This is an optimization exercise on Yosys and OpenROAD, whose aim is small area, not a production implementation.
The RTL was checked by simulation tests, not by an equivalence proof against the original design.
Power figures rest on the tool's default switching activity, not on a simulated workload.

==> design.v <==
module uart_tx (
    output logic       sig,
    output logic       ready,
    input  logic [7:0] data,
    input  logic       valid,
    input  logic       clk,
    input  logic       rstn
);
  localparam logic [10:0] LFSR_X = 11'b00000000000;
  localparam logic [10:0] LFSR_Y = 11'b01111001010;
  localparam logic [10:0] LFSR_T = 11'b00010001001;
  logic [10:0] tmr;
  logic [ 9:0] frame;
  logic        ready_r;
  wire bit_end  = (tmr == LFSR_T);
  wire upper0   = (frame[9:2] == 8'd0);
  wire last_bit = upper0 & frame[1];
  wire in_tail  = upper0 & ~frame[1];
  always_ff @(posedge clk) begin
    if (!rstn) ready_r <= 1'b1;
    else if (ready_r) ready_r <= ~valid;
    else if (bit_end & in_tail) ready_r <= 1'b1;
    if (ready_r) begin
      frame <= {1'b1, data, 1'b0};
      tmr   <= LFSR_X;
    end else if (bit_end) begin
      frame <= {1'b0, frame[9:1]};
      tmr   <= last_bit ? LFSR_Y : LFSR_X;
    end else begin
      tmr <= {tmr[9:0], ~(tmr[10] ^ tmr[8])};
    end
  end
  assign sig   = ready_r | frame[0];
  assign ready = ready_r;
endmodule
module uart_rx (
    input  logic       sig,
    input  logic       ready,
    output logic [7:0] data,
    output logic       valid,
    input  logic       clk,
    input  logic       rstn
);
  localparam logic [10:0] LFSR_X = 11'b00000000000;
  localparam logic [10:0] LFSR_Y = 11'b01111001010;
  localparam logic [10:0] LFSR_T = 11'b00010001001;
  function automatic logic maj3(input logic a, input logic b, input logic c);
    maj3 = (a & b) | (a & c) | (b & c);
  endfunction
  logic [1:0] sampling_cnt;
  logic [4:0] sig_q;
  logic       rx_d;
  logic       sig_r;
  always_ff @(posedge clk) begin
    rx_d <= sig;
    if (!rstn) begin
      sampling_cnt <= 2'd0;
      sig_q        <= 5'b11111;
    end else begin
      if (sampling_cnt == 2'd1) sig_q <= {rx_d, sig_q[4:1]};
      sampling_cnt <= sampling_cnt + 2'd1;
    end
  end
  assign sig_r = maj3(sig_q[4], maj3(sig_q[0], sig_q[1], sig_q[2]),
                      maj3(sig_q[2], sig_q[3], maj3(sig_q[0], sig_q[1], sig_q[3])));
  logic        busy;      
  logic        stopped;   
  logic [10:0] tmr;
  logic [ 8:0] shreg;     
  wire bit_end = (tmr == LFSR_T);
  wire done    = busy & shreg[0] & (bit_end | stopped);
  always_ff @(posedge clk) begin
    if (!rstn) busy <= 1'b0;
    else if (!busy) busy <= ~sig_r;
    else if (done & sig_r) busy <= 1'b0;
    stopped <= done & ~sig_r;
    if (!busy) begin
      shreg <= 9'b1_0000_0000;
      tmr   <= LFSR_Y;
    end else begin
      if (bit_end & ~shreg[0]) shreg <= {sig_r, shreg[8:1]};
      if (bit_end) tmr <= LFSR_X;
      else tmr <= {tmr[9:0], ~(tmr[10] ^ tmr[8])};
    end
  end
  logic [7:0] data_r;
  logic       valid_r;
  always_ff @(posedge clk) begin
    if (!rstn) begin
      data_r  <= 8'd0;
      valid_r <= 1'b0;
    end else if (done & !valid_r) begin
      valid_r <= 1'b1;
      data_r  <= shreg[8:1];
    end else if (valid_r & ready) begin
      valid_r <= 1'b0;
    end
  end
  assign data  = data_r;
  assign valid = valid_r;
endmodule
module uart_core #(
    parameter DATA_WIDTH = 8,
    parameter BAUD_RATE  = 9600,
    parameter CLK_FREQ   = 12_000_000
) (
    input  logic                  clk,
    input  logic                  rstn,
    input  logic [DATA_WIDTH-1:0] tx_data,
    input  logic                  tx_valid,
    output logic                  tx_ready,
    output logic                  tx,
    input  logic                  rx,
    output logic [DATA_WIDTH-1:0] rx_data,
    output logic                  rx_valid,
    input  logic                  rx_ready
);
  uart_tx uart_tx_instance (
      .clk  (clk),
      .rstn (rstn),
      .sig  (tx),
      .ready(tx_ready),
      .data (tx_data),
      .valid(tx_valid)
  );
  uart_rx uart_rx_instance (
      .clk  (clk),
      .rstn (rstn),
      .sig  (rx),
      .ready(rx_ready),
      .data (rx_data),
      .valid(rx_valid)
  );
endmodule
==> flow/run.sh <==
#!/bin/bash
# Layout flow: the standard flow (standard.sh, standard synthesis unchanged), with
#  1. the combinational logic of the synthesized netlist re-mapped by an area-oriented ABC
#     script (flip-flops untouched: same instances, names and cell types); the re-mapped
#     netlist is used only if it has the same flip-flops and a SAT proof shows its logic
#     equal to the standard netlist's, else the standard netlist is kept;
#  2. port buffers of sky130_fd_sc_hd__buf_1 instead of the default cell;
#  3. a clock tree of clkbuf_4 cells without dummy loads.
# Each tool's output goes to a log file of its own in the work folder.
set -euo pipefail
cd "$(dirname "$0")/.."
W=$(pwd)
F=$W/flow
PLAT=${FLOW_PLATFORM:-sky130hd}
R=$W/orfs/results/$PLAT/uart_core/base
LIB=$FLOW_HOME/platforms/$PLAT/lib/sky130_fd_sc_hd__tt_025C_1v80.lib
YOSYS=$(command -v yosys || echo "$FLOW_HOME/../tools/install/yosys/bin/yosys")
PY=$(command -v python3)

export BUFFER_PORTS_ARGS="-buffer_cell sky130_fd_sc_hd__buf_1"
export CTS_ARGS="-sink_clustering_enable -repair_clock_nets -dont_use_dummy_load -buf_list sky130_fd_sc_hd__clkbuf_4 -sink_clustering_size 20 -sink_clustering_max_diameter 100"

bash standard.sh synth > log_standard_synth.log 2>&1

cp "$R/1_2_yosys.v" remap_standard.v
sed -e "s#@LIB@#$LIB#g" -e "s#@ABC@#$F/remap.abc#g" "$F/remap.ys" > remap_run.ys
sed -e "s#@LIB@#$LIB#g" "$F/equiv.ys" > equiv_run.ys
use=0
if "$YOSYS" -s remap_run.ys > log_remap_yosys.log 2>&1 \
  && "$PY" "$F/cutff.py" remap_standard.v cut_standard.v > ff_standard.txt 2> log_cutff.log \
  && "$PY" "$F/cutff.py" remap_new.v cut_new.v > ff_new.txt 2>> log_cutff.log \
  && cmp -s ff_standard.txt ff_new.txt \
  && [ -s ff_new.txt ] \
  && "$YOSYS" -s equiv_run.ys > log_equiv_yosys.log 2>&1; then
  use=1
fi
echo "remapped netlist used: $use" > remap_status.txt
if [ "$use" = 1 ]; then
  cp remap_new.v "$R/1_2_yosys.v"
  rm -f "$R/1_synth.odb" "$R/1_synth.sdc"
fi

bash standard.sh finish > log_standard_finish.log 2>&1
==> flow/cutff.py <==
#!/usr/bin/env python3
"""Cut the flip-flops out of a flat mapped netlist: each flip-flop instance becomes a primary
input (its Q) and primary outputs (its other input pins, clock excepted), named after the instance,
so two netlists with the same flip-flops can be compared as combinational logic.
usage: cutff.py IN.v OUT.v   (prints the flip-flop list: name type)"""
import re, sys
src = open(sys.argv[1]).read()
m = re.search(r'module\s+(\w+)\s*\((.*?)\);', src, re.S)
body_start = m.end()
end = src.rindex('endmodule')
body = src[body_start:end]
inst_re = re.compile(r'(sky130_fd_sc_hd__(\w+))\s+(\\\S+|\w+)\s*\((.*?)\);', re.S)
ports_in, ports_out, decls, ffs = [], [], [], []
def keep(mm):
    cell, kind, name, pins = mm.group(1), mm.group(2), mm.group(3), mm.group(4)
    if not re.match(r'(e?dfxtp|dfxbp|dfrtp|dfstp|sdfxtp)_\d', kind):
        return mm.group(0)
    key = re.sub(r'\W', '_', name.lstrip('\\'))
    ffs.append(f"{name} {cell}")
    out = []
    for p, net in re.findall(r'\.(\w+)\(([^()]*)\)', pins):
        net = net.strip()
        if p == 'CLK':
            continue
        if p in ('Q',):
            ports_in.append(f"ffq_{key}")
            out.append(f"  assign {net} = ffq_{key};")
        else:
            ports_out.append(f"ff{p.lower()}_{key}")
            out.append(f"  assign ff{p.lower()}_{key} = {net};")
    return "\n".join(out)
body = inst_re.sub(keep, body)
hdr = m.group(2).strip()
newports = ", ".join([hdr] + ports_in + ports_out)
decl = "".join(f"  input {p};\n" for p in ports_in) + "".join(f"  output {p};\n" for p in ports_out)
open(sys.argv[2], 'w').write(src[:m.start()] + f"module {m.group(1)}({newports});\n" + decl + body + "endmodule\n")
print("\n".join(sorted(ffs)))
==> flow/equiv.ys <==
# Prove that the re-mapped netlist computes the same next state and outputs as the standard
# synthesis netlist, with the flip-flops cut out (same flip-flops in both, checked beforehand).
read_liberty -ignore_miss_func @LIB@
read_verilog cut_standard.v
rename uart_core gold
read_verilog cut_new.v
rename uart_core gate
hierarchy -check
flatten gold gate
miter -equiv -flatten -make_outputs gold gate miter
hierarchy -top miter
sat -verify -prove trigger 0 miter
==> flow/remap.abc <==
strash
dc2
dc2
dch -f
amap
topo
==> flow/remap.ys <==
# Re-map the combinational logic of the standard synthesis netlist with an area-oriented ABC
# script. Flip-flops are kept as they are (black boxes, same instances, names and cell types).
read_liberty -ignore_miss_func @LIB@
read_verilog -defer remap_standard.v
hierarchy -top uart_core
setattr -mod -set blackbox 1 sky130_fd_sc_hd__*df*
flatten
rename -hide w:_*_.*
opt_clean -purge
abc -script @ABC@ -liberty @LIB@ -dont_use sky130_fd_sc_hd__probe_p_8 -dont_use sky130_fd_sc_hd__probec_p_8 -dont_use sky130_fd_sc_hd__lpflow_bleeder_1 -dont_use sky130_fd_sc_hd__lpflow_clkbufkapwr_1 -dont_use sky130_fd_sc_hd__lpflow_clkbufkapwr_16 -dont_use sky130_fd_sc_hd__lpflow_clkbufkapwr_2 -dont_use sky130_fd_sc_hd__lpflow_clkbufkapwr_4 -dont_use sky130_fd_sc_hd__lpflow_clkbufkapwr_8 -dont_use sky130_fd_sc_hd__lpflow_clkinvkapwr_1 -dont_use sky130_fd_sc_hd__lpflow_clkinvkapwr_16 -dont_use sky130_fd_sc_hd__lpflow_clkinvkapwr_2 -dont_use sky130_fd_sc_hd__lpflow_clkinvkapwr_4 -dont_use sky130_fd_sc_hd__lpflow_clkinvkapwr_8 -dont_use sky130_fd_sc_hd__lpflow_decapkapwr_12 -dont_use sky130_fd_sc_hd__lpflow_decapkapwr_3 -dont_use sky130_fd_sc_hd__lpflow_decapkapwr_4 -dont_use sky130_fd_sc_hd__lpflow_decapkapwr_6 -dont_use sky130_fd_sc_hd__lpflow_decapkapwr_8 -dont_use sky130_fd_sc_hd__lpflow_inputiso0n_1 -dont_use sky130_fd_sc_hd__lpflow_inputiso0p_1 -dont_use sky130_fd_sc_hd__lpflow_inputiso1n_1 -dont_use sky130_fd_sc_hd__lpflow_inputiso1p_1 -dont_use sky130_fd_sc_hd__lpflow_inputisolatch_1 -dont_use sky130_fd_sc_hd__lpflow_isobufsrc_1 -dont_use sky130_fd_sc_hd__lpflow_isobufsrc_16 -dont_use sky130_fd_sc_hd__lpflow_isobufsrc_2 -dont_use sky130_fd_sc_hd__lpflow_isobufsrc_4 -dont_use sky130_fd_sc_hd__lpflow_isobufsrc_8 -dont_use sky130_fd_sc_hd__lpflow_isobufsrckapwr_16 -dont_use sky130_fd_sc_hd__lpflow_lsbuf_lh_hl_isowell_tap_1 -dont_use sky130_fd_sc_hd__lpflow_lsbuf_lh_hl_isowell_tap_2 -dont_use sky130_fd_sc_hd__lpflow_lsbuf_lh_hl_isowell_tap_4 -dont_use sky130_fd_sc_hd__lpflow_lsbuf_lh_isowell_4 -dont_use sky130_fd_sc_hd__lpflow_lsbuf_lh_isowell_tap_1 -dont_use sky130_fd_sc_hd__lpflow_lsbuf_lh_isowell_tap_2 -dont_use sky130_fd_sc_hd__lpflow_lsbuf_lh_isowell_tap_4 
opt_clean -purge
setundef -zero
hilomap -singleton -hicell sky130_fd_sc_hd__conb_1 HI -locell sky130_fd_sc_hd__conb_1 LO
splitnets
opt_clean -purge
insbuf -buf sky130_fd_sc_hd__buf_4 A X
stat -liberty @LIB@
write_verilog -noattr -nohex -nodec remap_new.v
==> standard.sh <==
#!/bin/bash
# synth_recipe.tcl (not shown) runs the flow's synth.tcl, then flattens the netlist and writes it again
# the make line also repeats each setting of config.mk as NAME=value (left out here)
make -C /OpenROAD-flow-scripts/flow DESIGN_CONFIG=/design/flow/config.mk WORK_HOME=/design/flow/orfs CLKGATE_MAP_FILE= SYNTH_SCRIPT=/design/flow/synth_recipe.tcl "${@:-finish}"
==> config.mk <==
export PLATFORM = sky130hd
export DESIGN_NAME = uart_core
export DESIGN_NICKNAME = uart_core
export VERILOG_FILES = /design/flow/design.v
export SDC_FILE = /design/flow/constraint.sdc
export NUM_CORES = 4
export LEC_CHECK = 0
export CAP_MARGIN = 20
export CORE_MARGIN = 2
export CORE_UTILIZATION = 40
export SLEW_MARGIN = 20
==> constraint.sdc <==
create_clock -name core_clock -period 83.33 [get_ports {clk}]
set_input_delay 16.6660 -clock core_clock [delete_from_list [all_inputs] [get_ports {clk}]]
set_output_delay 16.6660 -clock core_clock [all_outputs]
set_load 0.01 [all_outputs]
==> run summary, run 1 <==
drt initial violations 70; Tot GR Track Use 14.0%; die area 5710 sq um; WL met3 around 250 um; clock buffer depth 2; Routed met1 length roughly 1.8 mm; # setup viols final 0; fillcell total around 510; antenna-violating nets left 0; initial antenna violation count 0; Max Freq approximately 0.055 GHz; Via density 4.89; Syn-to-layout area delta 11.8%; critical path arrival roughly 1500 ps; Critical Path Start Type flop; post-synthesis cell count roughly 190; vias in the first global route ~1,300; CTS root buf clkbuf_4; Initial DRT Pass Iterations 4; Final Hold Viols 0; setup TNS 0 ps; first-pass GRT wire length about 5.7 mm; Routed WL per cell 11.8 um; clk latency of the worst-skew pair roughly 390 ps; num rows 26; post_cts resized 0; outcome finished clean; Min-Delay Path Class reg2reg; Die W roughly 76 um; share of layout cells above drive strength 1 roughly 4%; CTS tree built; CP Capture Type primary output; Overflow after GRT 0; worst hold start uart_rx_instance.tmr[4]; I/O pins 24; hpwl dp approximately 2.4 mm; RSZ-0062 raised after global routing no; Initial Util 40.9%; Leak about 0.78 nW; Syn. warnings 2; CTS HTree Levels 3; via count between 1,000 and 1,500; WL final around 3.5 mm; Avg Cell Area, Syn 10.7 sq um; largest net degree at the start of global routing 22; worst slew pin tran ~670 ps; port bufs 23; Layout Nets 239; CP Class reg2out; VDD IR max ~0.0083 mV; Core Box Area around 5000 sq um; slew margin rel. 54.8%; Min Clock Period, post-route 18,120 ps; antenna cell count 0; total setup buffers inserted after CTS 0; Total Power ~0.000047 W; max_cap viols 0; clk slew on worst S/H paths approximately 80 ps; Top Layer Used met4; final worst-path cycle share a little over a fifth; Post-CTS Hold Fix Bufs 0; Num CTS Buffers 9; CP max FO 21; RD Place Congestion between 0.7 and 0.8; critical register-to-register path startpoint uart_rx_instance.tmr[5]; Final Skew 23.1 ps; die height roughly 76 um; Synth Cell Area 2050 sq um; Syn Nets roughly 200; Worst Path Required ~67,000 ps; met2 WL post-DR around 1.3 mm; Power Density just over 20 nW/um^2; fin. max-slew vios 0; Critical path origin uart_tx_instance.ready_r; DRC viols 0; clock sink count 61
==> state kept, by name (all words and copies together) (netlist names), 2 cells and up <==
name                           flops
uart_rx_instance.sampling_cnt      2
uart_rx_instance.shreg             9
uart_tx_instance.frame            10
uart_rx_instance.tmr              11
uart_tx_instance.tmr              11
uart_rx_instance.data_r            8
uart_rx_instance.sig_q             5
==> worst max-delay path, cell delays in order (launching register included) <==
cell and delay, ps:
dfxtp_1 750, or2_0 190, buf_1 150
==> final cells by class <==
cell class	instances	area [sq um]	share of cell area, %
multi-input cells	105	649	28.4
inverters	26	97.6	4.26
clock buffers	9	67.6	2.95
flip-flops and latches	61	1300	56.8
well taps	70	87.6	3.83
repair buffers	23	86.3	3.77
==> report_power, final <==
| part | total, W | internal, W | leakage (nW) | switching (W) |
|---|---|---|---|---|
| registers | 0.0000314 | 0.0000307 | 0.513 | 0.000000683 |
| clock network | 0.0000134 | 0.00000501 | 0.0414 | 0.00000840 |
| logic | 0.00000196 | 0.000000794 | 0.230 | 0.00000116 |
| total | 0.0000468 | 0.0000365 | 0.785 | 0.0000102 |
==> stage by stage <==
step | util, % | hold WS (ps) | instances | area, sq um | worst slack, ps
finish | 45.7 | 419 | 294 | 2290 | 65210
global route | 45.7 | 443 | 294 | 2290 | 65080
CTS | 45.7 | 421 | 294 | 2290 | 65170
detailed placement | 44.4 | 409 | 285 | 2220 | 65140
global placement | 44.4 | 404 | 285 | 2220 | 65170
floorplan | - | 397 | 192 | 2050 | 65790
==> metal layers <==
| layer | up-vias | GRT usage [%] |
|---|---|---|
| met5 | - | 0 |
| met2 | 43 | 19.0 |
| li1 | 752 | - |
| met1 | 637 | 18.3 |
| met3 | 6 | 7.67 |
| met4 | 0 | 6.43 |
==> cell usage in the layout, fill, tap and decap left out <==
cell and instances:
nand3_1 3, a22o_1 6, clkbuf_4 9, nor2b_1 3, edfxtp_1 8, o221a_1 7, clkinv_1 26, dfxtp_1 53
o221ai_1 5, or4_1 1, or2_0 7, a21oi_1 4, a2111oi_0 1, nand2_1 8, nor4_1 2, o21a_1 2
nor2_1 27, nand4_1 1, a32o_1 8, a221o_1 1, and3_1 1, buf_1 23, nand3b_1 1, o31ai_1 1
o22ai_1 3, nor3_1 5, o21ai_0 8
==> worst paths after layout <==
check                           cells past startpoint  slack (ps)                   endpoint
worst max-delay path                                2       65210                         tx
worst min register to register                      2         420    uart_rx_instance.tmr[5]
worst min-delay path                                2         420    uart_rx_instance.tmr[5]
worst max register to register                      6       80540  uart_rx_instance.shreg[8]
==> inputs of run 2 (changes only) <==
--- a/design.v
+++ b/design.v
@@ -7,7 +7,7 @@
     input  logic       rstn
 );
-  localparam logic [10:0] LFSR_X = 11'b00000000000;
-  localparam logic [10:0] LFSR_Y = 11'b01111001010;
-  localparam logic [10:0] LFSR_T = 11'b00010001001;
+  localparam logic [10:0] LFSR_X = 11'b11011001010;
+  localparam logic [10:0] LFSR_Y = 11'b01001000001;
+  localparam logic [10:0] LFSR_T = 11'b00000000000;
   logic [10:0] tmr;
   logic [ 9:0] frame;
@@ -17,17 +17,17 @@
   wire last_bit = upper0 & frame[1];
   wire in_tail  = upper0 & ~frame[1];
+  wire        shift = ~ready_r & bit_end;
+  wire        hold  = ~ready_r & ~bit_end;
+  wire [ 9:0] frame_d = ({10{ready_r}} & {1'b1, data, 1'b0})
+                      | ({10{shift}}   & {1'b0, frame[9:1]})
+                      | ({10{hold}}    & frame);
   always_ff @(posedge clk) begin
     if (!rstn) ready_r <= 1'b1;
     else if (ready_r) ready_r <= ~valid;
     else if (bit_end & in_tail) ready_r <= 1'b1;
-    if (ready_r) begin
-      frame <= {1'b1, data, 1'b0};
-      tmr   <= LFSR_X;
-    end else if (bit_end) begin
-      frame <= {1'b0, frame[9:1]};
-      tmr   <= last_bit ? LFSR_Y : LFSR_X;
-    end else begin
-      tmr <= {tmr[9:0], ~(tmr[10] ^ tmr[8])};
-    end
+    frame <= frame_d;
+    if (ready_r) tmr <= LFSR_X;
+    else if (bit_end) tmr <= last_bit ? LFSR_Y : LFSR_X;
+    else tmr <= {tmr[9:0], ~(tmr[10] ^ tmr[8])};
   end
   assign sig   = ready_r | frame[0];
@@ -42,7 +42,7 @@
     input  logic       rstn
 );
-  localparam logic [10:0] LFSR_X = 11'b00000000000;
-  localparam logic [10:0] LFSR_Y = 11'b01111001010;
-  localparam logic [10:0] LFSR_T = 11'b00010001001;
+  localparam logic [10:0] LFSR_X = 11'b11011001010;
+  localparam logic [10:0] LFSR_Y = 11'b01001000001;
+  localparam logic [10:0] LFSR_T = 11'b00000000000;
   function automatic logic maj3(input logic a, input logic b, input logic c);
     maj3 = (a & b) | (a & c) | (b & c);
@@ -65,21 +65,20 @@
                       maj3(sig_q[2], sig_q[3], maj3(sig_q[0], sig_q[1], sig_q[3])));
   logic        busy;      
-  logic        stopped;   
   logic [10:0] tmr;
   logic [ 8:0] shreg;     
   wire bit_end = (tmr == LFSR_T);
-  wire done    = busy & shreg[0] & (bit_end | stopped);
+  wire done    = busy & shreg[0] & bit_end;
   always_ff @(posedge clk) begin
     if (!rstn) busy <= 1'b0;
     else if (!busy) busy <= ~sig_r;
     else if (done & sig_r) busy <= 1'b0;
-    stopped <= done & ~sig_r;
     if (!busy) begin
       shreg <= 9'b1_0000_0000;
       tmr   <= LFSR_Y;
+    end else if (bit_end) begin
+      if (!shreg[0]) shreg <= {sig_r, shreg[8:1]};
+      tmr <= shreg[0] ? LFSR_T : LFSR_X;
     end else begin
-      if (bit_end & ~shreg[0]) shreg <= {sig_r, shreg[8:1]};
-      if (bit_end) tmr <= LFSR_X;
-      else tmr <= {tmr[9:0], ~(tmr[10] ^ tmr[8])};
+      tmr <= {tmr[9:0], ~(tmr[10] ^ tmr[8])};
     end
   end
==> run summary, run 2 <==
# setup viols final 0; Syn Nets 243; CTS root buf clkbuf_4; Initial DRT Pass Iterations 4; I/O pins 24; final worst-path cycle share 22.1%; die area roughly 6500 sq um; RSZ-0062 raised after global routing no; Post-CTS Hold Fix Bufs 0; CP Capture Type primary output; slew margin rel. roughly 34%; Power Density 18.2 nW/um^2; antenna cell count 0; Syn. warnings 2; post_cts resized 0; synth cell count leaders dfxtp_1 (60), nand2_1 (21), nor2b_1 (14); Tot GR Track Use 15.1%; Final Skew slightly above 40 ps; max_cap viols 0; CP Class reg2out; post-synthesis cell count ~230; drt initial violations between 100 and 150; CP max FO 33; Core Box Area about 5600 sq um; initial antenna violation count 0; Max Freq approximately 0.054 GHz; Final Hold Viols 0; Min Clock Period, post-route roughly 18,000 ps; Num CTS Buffers 9; die height 80.7 um; Synth cell types 40; vias in the first global route between 1,500 and 2,000; Via density between 5 and 6; Synth Register Bits 60; worst slew pin tran between 900 and 1000 ps; Routed WL per cell 13.8 um; clk slew on worst S/H paths roughly 70 ps; Synth area leader dfxtp_1; Layout Nets 263; Overflow after GRT 0; CTS tree built; outcome finished clean; Worst Path Required 66,660 ps; RD Place Congestion between 0.7 and 0.8; clock sink count 60; Die W around 81 um; via count ~1,800; setup TNS 0 ps; WL final about 4.4 mm; clock buffer depth 2; commonest non-fill, non-tap cells in the layout dfxtp_1 (60), buf_1 (22), nand2_1 (21), nor2b_1 (14), mux2i_1 (13); VDD IR max roughly 0.0088 mV; hpwl dp ~2.8 mm; Post-synth EDFFs 0; Total Power around 0.000046 W; DRC viols 0; largest net degree at the start of global routing 34; Synth Cell Area around 2400 sq um; Min-Delay Path Class reg2reg; synth top area cells dfxtp_1 (51%), mux2i_1 (5.5%), nor2b_1 (3.7%); Syn-to-layout area delta 7.87%; commonest non-fill, non-tap cell in the layout dfxtp_1; Avg Cell Area, Syn between 10 and 15 sq um; Initial Util a little over two fifths; ys flop type dfxtp_1; Leak approximately 0.81 nW; port bufs 23; antenna-violating nets left 0; fin. max-slew vios 0; post-synthesis async set-or-reset flop share 0%; largest registers uart_rx_instance.tmr: 11 flops, uart_tx_instance.tmr: 11 flops, uart_tx_instance.frame: 10 flops; critical path arrival between 1500 and 2000 ps; clk latency of the worst-skew pair about 400 ps; share of layout cells above drive strength 1 a little under a tenth; sequential area share after synthesis 51.1%; Fin Hold WS around 440 ps; CTS HTree Levels 3; total setup buffers inserted after CTS 0; num rows 27; share of the synthesized area in the top cell type 51.1%; fillcell total ~560; Critical Path Start Type flop; first-pass GRT wire length roughly 7.5 mm; top-count cell post-synth dfxtp_1
-- run 2: final cells by class --
class | instances | area (sq um) | area share, %
tap | 72 | 90.1 | 3.55
multi-input combinational | 148 | 1050 | 41.5
clock buffer | 9 | 67.6 | 2.66
inverter | 4 | 15.0 | 0.592
timing repair buffer | 26 | 110 | 4.34
sequential | 60 | 1200 | 47.3
-- run 2: power breakdown --
| part | internal [W] | leakage [nW] | total, W | switching [W] |
|---|---|---|---|---|
| Sequential | 0.0000296 | 0.491 | 0.0000304 | 0.000000765 |
| Combinational | 0.00000124 | 0.279 | 0.00000222 | 0.000000987 |
| Clock | 0.00000501 | 0.0414 | 0.0000137 | 0.00000865 |
-- run 2: cell families after synthesis --
group           share of synthesized area [%]
fa+ha+maj                               0.957
flops                                    51.1
xor+xnor                                0.745
simple gates                             22.7
mux                                      5.53
compound gates                           14.6
buf+inv                                  4.41
-- run 2: worst paths after layout --
check / to / slack (ps) / cells past startpoint / startpoint
max: tx / 64940 / 2 / uart_tx_instance.ready_r
min: uart_rx_instance.sampling_cnt[0] / 440 / 1 / uart_rx_instance.sampling_cnt[0]
max reg2reg: uart_tx_instance.frame[6] / 81170 / 3 / uart_tx_instance.tmr[2]
min reg2reg: uart_rx_instance.sampling_cnt[0] / 440 / 1 / uart_rx_instance.sampling_cnt[0]
-- run 2: per-stage QoR --
stage	std cells	worst slack, ps	util (%)	cell area, sq um
final	319	64940	45.2	2540
after global routing	319	64750	45.2	2540
after CTS	319	64910	45.1	2530
after global placement	310	65330	43.9	2460
after detailed placement	310	65330	43.9	2460
after floorplan	229	65500	-	2350
-- run 2: critical path: stages (launching register included) --
cell	delay (ps)
dfxtp_1	980
or2_2	240
buf_1	140
-- run 2: metal layers --
layer	global-route usage [%]	vias up	part of all wire (%)
li1	-	882	-
met4	9.32	0	2.5
met2	20.8	19	44
met5	0	-	0
met3	4.38	11	2.7
met1	20.6	840	51

-- afterwards: timing with drivers on the ports --
The results above use ideal ports. As a check the final layouts listed here were re-extracted and re-timed, cells and wires unchanged.
Step 1 assumes that a clkbuf_16 drives the clock port and a buf_2 every other input.
Step 2, shift: input delay + t, output delay - t, t = (earliest + latest rising clock arrival at the registers) / 2. This alone moves slack from input paths to output paths.
Slacks: no drivers / after step 1 / after step 2; pairs: no drivers / after step 1.
run | t, ns | slack for setup (ns) | worst setup path after step 2 | clock arrival spread, ns | worst data-port slew with drivers (ns)
run 1 | 0.394 | 65.212 / 65.186 / 65.140 | input to register | 0.033 / 0.033 | 0.03
run 2 | 0.410 | 64.936 / 64.911 / 65.322 | register to output | 0.043 / 0.043 | 0.04
After both steps every run listed still meets setup and hold. The setup slack of run 1, which loses most, moves by -0.026 ns with the drivers and by -0.072 ns with both steps.
